Background: an optimization exercise with open tools, aiming at small area. Do not read the settings as production practice. The RTL was checked by simulation tests, not by an equivalence proof against the original design.

==> run a <==
Design Multiplier_Pipeline, start of the top module:
module Multiplier_Pipeline
#(
    parameter WORD_WIDTH                    = 36,
    parameter CONFIG_ADDR                   = 4000,
    parameter CONFIG_ADDR_WIDTH             = 12,
    parameter THREAD_COUNT                  = 8,
    parameter RAMSTYLE                      = "MLAB"
)
(
    input   wire                            clock,
    input   wire    [CONFIG_ADDR_WIDTH-1:0] config_addr,
    input   wire                            config_signed,  
    input   wire                            config_enable,
    input   wire    [WORD_WIDTH-1:0]        A,
    input   wire                            A_wren,
    input   wire    [WORD_WIDTH-1:0]        B,
    input   wire                            B_wren,
    output  wire    [WORD_WIDTH-1:0]        R_low,
    output  wire    [WORD_WIDTH-1:0]        R_high
);
    wire config_write = config_enable & (config_addr == CONFIG_ADDR[CONFIG_ADDR_WIDTH-1:0]);
    reg [WORD_WIDTH-1:0] ring_A [THREAD_COUNT-1:0];
    reg [WORD_WIDTH-1:0] ring_B [THREAD_COUNT-1:0];
    reg                  ring_S [THREAD_COUNT-1:0];
    integer i;
    always @(posedge clock) begin
        ring_A[0] <= ring_A[THREAD_COUNT-1];
        ring_B[0] <= ring_B[THREAD_COUNT-1];
        ring_S[0] <= ring_S[THREAD_COUNT-1];
  ...
Settings: LEC_CHECK=0, ABC_AREA=1, CAP_MARGIN=20, CORE_MARGIN=2, CORE_UTILIZATION=40, SLEW_MARGIN=20, SYNTH_HIERARCHICAL=1; clock period 8.5 ns.
run.sh (not shown) runs the stock make flow with config.mk's settings and CLKGATE_MAP_FILE= SYNTH_SCRIPT=/design/flow/synth_recipe.tcl, a recipe that flattens the netlist after the stock synthesis.
==> run b (differences from run a) <==
Settings changed: CTS_BUF_LIST from default to sky130_fd_sc_hd__clkbuf_4.
==> run summary <==
- finished clean — outcome
- 132 MHz — peak clock frequency supported by timing
- 0.0439 — share of final layout cell area taken by clock buffers and inverters
- 4743 — number of nets at the end of the flow
- 5412 — non-filler instance count after layout
- 0.576 — multi-input gate share of total cell area
- 51.6 mm — detailed-route wire length on metal 1
- 910 ps — Reg2Reg Setup Slack
Source of the figures above: run b

==> run summary <==
- finished clean — outcome
- 4647 — number of nets at the end of the flow
- 0.573 — multi-input gate share of total cell area
- 132 MHz — peak clock frequency supported by timing
- 920 ps — Reg2Reg Setup Slack
- 5248 — non-filler instance count after layout
- 51.3 mm — detailed-route wire length on metal 1
- ring_A: 288 flops, ring_B: 288 flops — top flop regs
- ring_B[7][23] — FF-to-FF Start
- 0.0492 — share of final layout cell area taken by clock buffers and inverters
Source of the figures above: run a



==> inputs of job 4959 <==
Another version of the RTL of Multiplier_Pipeline (not shown whole).
Settings: LEC_CHECK=0, ABC_AREA=1, CAP_MARGIN=20, CORE_MARGIN=2, CORE_UTILIZATION=60, CTS_BUF_LIST=sky130_fd_sc_hd__clkbuf_16, CTS_CLUSTER_DIAMETER=100, CTS_CLUSTER_SIZE=30, SLEW_MARGIN=20, SYNTH_HIERARCHICAL=1; clock period 8.5 ns.
standard.sh (not shown) runs the stock make flow with config.mk's settings and CLKGATE_MAP_FILE= SYNTH_SCRIPT=/design/flow/synth_recipe.tcl, a recipe that flattens the netlist after the stock synthesis.
==> flow/flow/run.sh <==
#!/bin/bash
# The standard layout (standard.sh: standard synthesis and ORFS steps) with
# two changes:
#  - after synthesis, combinational cells that ABC mapped to a stronger drive
#    are set back to the weakest drive of the same function (downsize.tcl);
#    ORFS's placement and timing repair upsize what needs it;
#  - the smallest buffer (buf_1) on every input and output port instead of the
#    one buffer_ports picks by default (BUFFER_PORTS_ARGS, read by ORFS's
#    global placement step).
# Each tool's output goes to a log file here: synth.log, downsize.log,
# standard.log; ORFS's per-step logs stay under orfs/logs/.
set -euo pipefail
export BUFFER_PORTS_ARGS="-buffer_cell sky130_fd_sc_hd__buf_1"
bash standard.sh synth > synth.log 2>&1
RESULTS=$PWD/orfs/results/$FLOW_PLATFORM/Multiplier_Pipeline/base openroad -no_init -exit flow/downsize.tcl > downsize.log 2>&1
touch orfs/results/$FLOW_PLATFORM/Multiplier_Pipeline/base/1_synth.sdc
bash standard.sh > standard.log 2>&1
==> flow/flow/downsize.tcl <==
# Set every combinational cell that synthesis mapped to a stronger drive back to
# the weakest drive of the same function. Placement and timing repair later
# upsize whatever needs it. Registers, buffers and inverters are left alone.
read_liberty $::env(FLOW_HOME)/platforms/sky130hd/lib/sky130_fd_sc_hd__tt_025C_1v80.lib
set odb $::env(RESULTS)/1_synth.odb
read_db $odb
set n 0
foreach inst [[ord::get_db_block] getInsts] {
  set master [[$inst getMaster] getName]
  if {![regexp {^sky130_fd_sc_hd__([a-z0-9]+)_([0-9]+)$} $master -> fn drive]} { continue }
  if {$drive <= 1} { continue }
  if {[regexp {^(df|edf|sdf|dl|buf|clkbuf|inv|clkinv|bufinv|conb|tap|fill|decap|diode|clkdly|dlygate|dlymetal)} $fn]} { continue }
  foreach d {1 0} {
    set small "sky130_fd_sc_hd__${fn}_$d"
    if {[[ord::get_db] findMaster $small] ne "NULL"} {
      $inst swapMaster [[ord::get_db] findMaster $small]
      incr n
      break
    }
  }
}
puts "downsized $n instances"
write_db $odb
==> job 6586 (differences from job 4959) <==
Settings changed: CORE_UTILIZATION 60 to 70, CTS_CLUSTER_DIAMETER 100 to 80, CTS_CLUSTER_SIZE 30 to 36.
==> qor summary <==
	job 6586	job 4959
Flop-to-flop setup slack	0.65 ns	0.87 ns
End point of the most critical hold path	ring_B[2][23]	ring_S[2]
Fraction of final layout cells with drive strength greater than 1	5.70%	6.00%
Iteration count of the initial detailed-routing pass	21	8
Largest net degree at the start of global routing	40	41
Status	no timing/DRC/antenna violations	no timing/DRC/antenna violations
Antenna Diode Count	2	0
Std-Cell Core Area	0.0591 mm²	0.0688 mm²
Final Core Density	73.7%	63.8%
Met2 capacity usage during global routing	60.7%	54.8%
Clock latency at the later pin of the worst-skew pair	0.64 ns	0.67 ns
Nets	4501	4512
Path length in cells of the critical path	26	29
Met2 routed WL	53600 µm	57100 µm
Critical path startpoint	ring_A[7][35]	ring_B[7][23]


==> inputs of 12-10 <==
Multiplier_Pipeline again, from the RTL that the note above started with.
Settings: LEC_CHECK=0, ABC_AREA=1, CAP_MARGIN=0, CORE_MARGIN=2, CORE_UTILIZATION=60, CTS_BUF_LIST=sky130_fd_sc_hd__clkbuf_16, CTS_CLUSTER_DIAMETER=100, CTS_CLUSTER_SIZE=30, SLEW_MARGIN=0, SYNTH_HIERARCHICAL=1; clock period 8.5 ns.
Scripts as last shown in full above: flow/flow/run.sh, flow/flow/downsize.tcl
==> inputs of 09-25, as changes to 12-10 <==
- CAP_MARGIN: 0 -> 20
- GPL_TIMING_DRIVEN: unset -> 0
- SLEW_MARGIN: 0 -> 20
==> notes <==
Against 09-25, the sequential share of layout area of 12-10 is higher by 0.41 points. In synthesized area, 12-10 and 09-25 do not differ. Between 12-10 and 09-25, the lower cell area is in 12-10 (gap 1.2%, measured against 09-25). Sequential cell count is the same in 09-25 and 12-10. In critical path depth, 12-10 and 09-25 do not differ. Between 09-25 and 12-10, the lower count of clock-buffer cells in the layout is in 09-25 (gap 2). Via count: 12-10 is lower than 09-25 (about 3.7%).
==> figures <==
metric	09-25	12-10
Most common library cell in the layout ignoring fill and taps	sky130_fd_sc_hd__dfxtp_1	sky130_fd_sc_hd__xor2_1
Status	no timing/DRC/antenna violations	no timing/DRC/antenna violations
Max-slew headroom	16.6%	7.54%
WL final	140000 um	123000 um
Multi-input gate share of the layout cell area	59.8%	60.6%
Stage delay of the slowest cell on the critical path	0.88 ns	0.71 ns
Core utilization of the finished layout	64.7%	63.9%
Sequential standard cell area	13100 um2	13200 um2
Port bufs	158	160
Met1 Wirelength	50400 um	45600 um
Total non-filler cell area in the finished layout	44500 um2	44000 um2
Count of TritonRoute iterations in the first routing pass	9	6
Met2 usage	61.2%	55.0%

-- separate check: timing with driven ports --
Ports are ideal in the flow. The routed layouts listed here were re-timed in OpenROAD.
Step 1, drivers: a clkbuf_16 drives clock and a buf_2 each remaining input, both assumed.
Step 2 also shifts input and output timing later by t, the mid clock arrival at the registers, as if the neighbouring blocks saw the same clock.
Three values: ideal ports, drivers, drivers and shift; two values: the first two.
run | shift t [ns] | setup slack, ns | latest minus earliest clock arrival (ns) | cell pins on the clock port's net
run a | 0.703 | 0.919 / 0.919 / 0.919 | 0.035 / 0.035 | 1
run b | 1.090 | 0.905 / 0.905 / 0.905 | 0.072 / 0.072 | 1
job 4959 | 0.719 | 0.873 / 0.873 / 0.873 | 0.033 / 0.032 | 1
job 6586 | 0.682 | 0.647 / 0.647 / 0.647 | 0.043 / 0.043 | 1
12-10 | 0.717 | 0.944 / 0.944 / 0.944 | 0.067 / 0.067 | 1
09-25 | 0.706 | 0.373 / 0.373 / 0.373 | 0.030 / 0.029 | 1
After both steps every run listed still meets setup and hold.
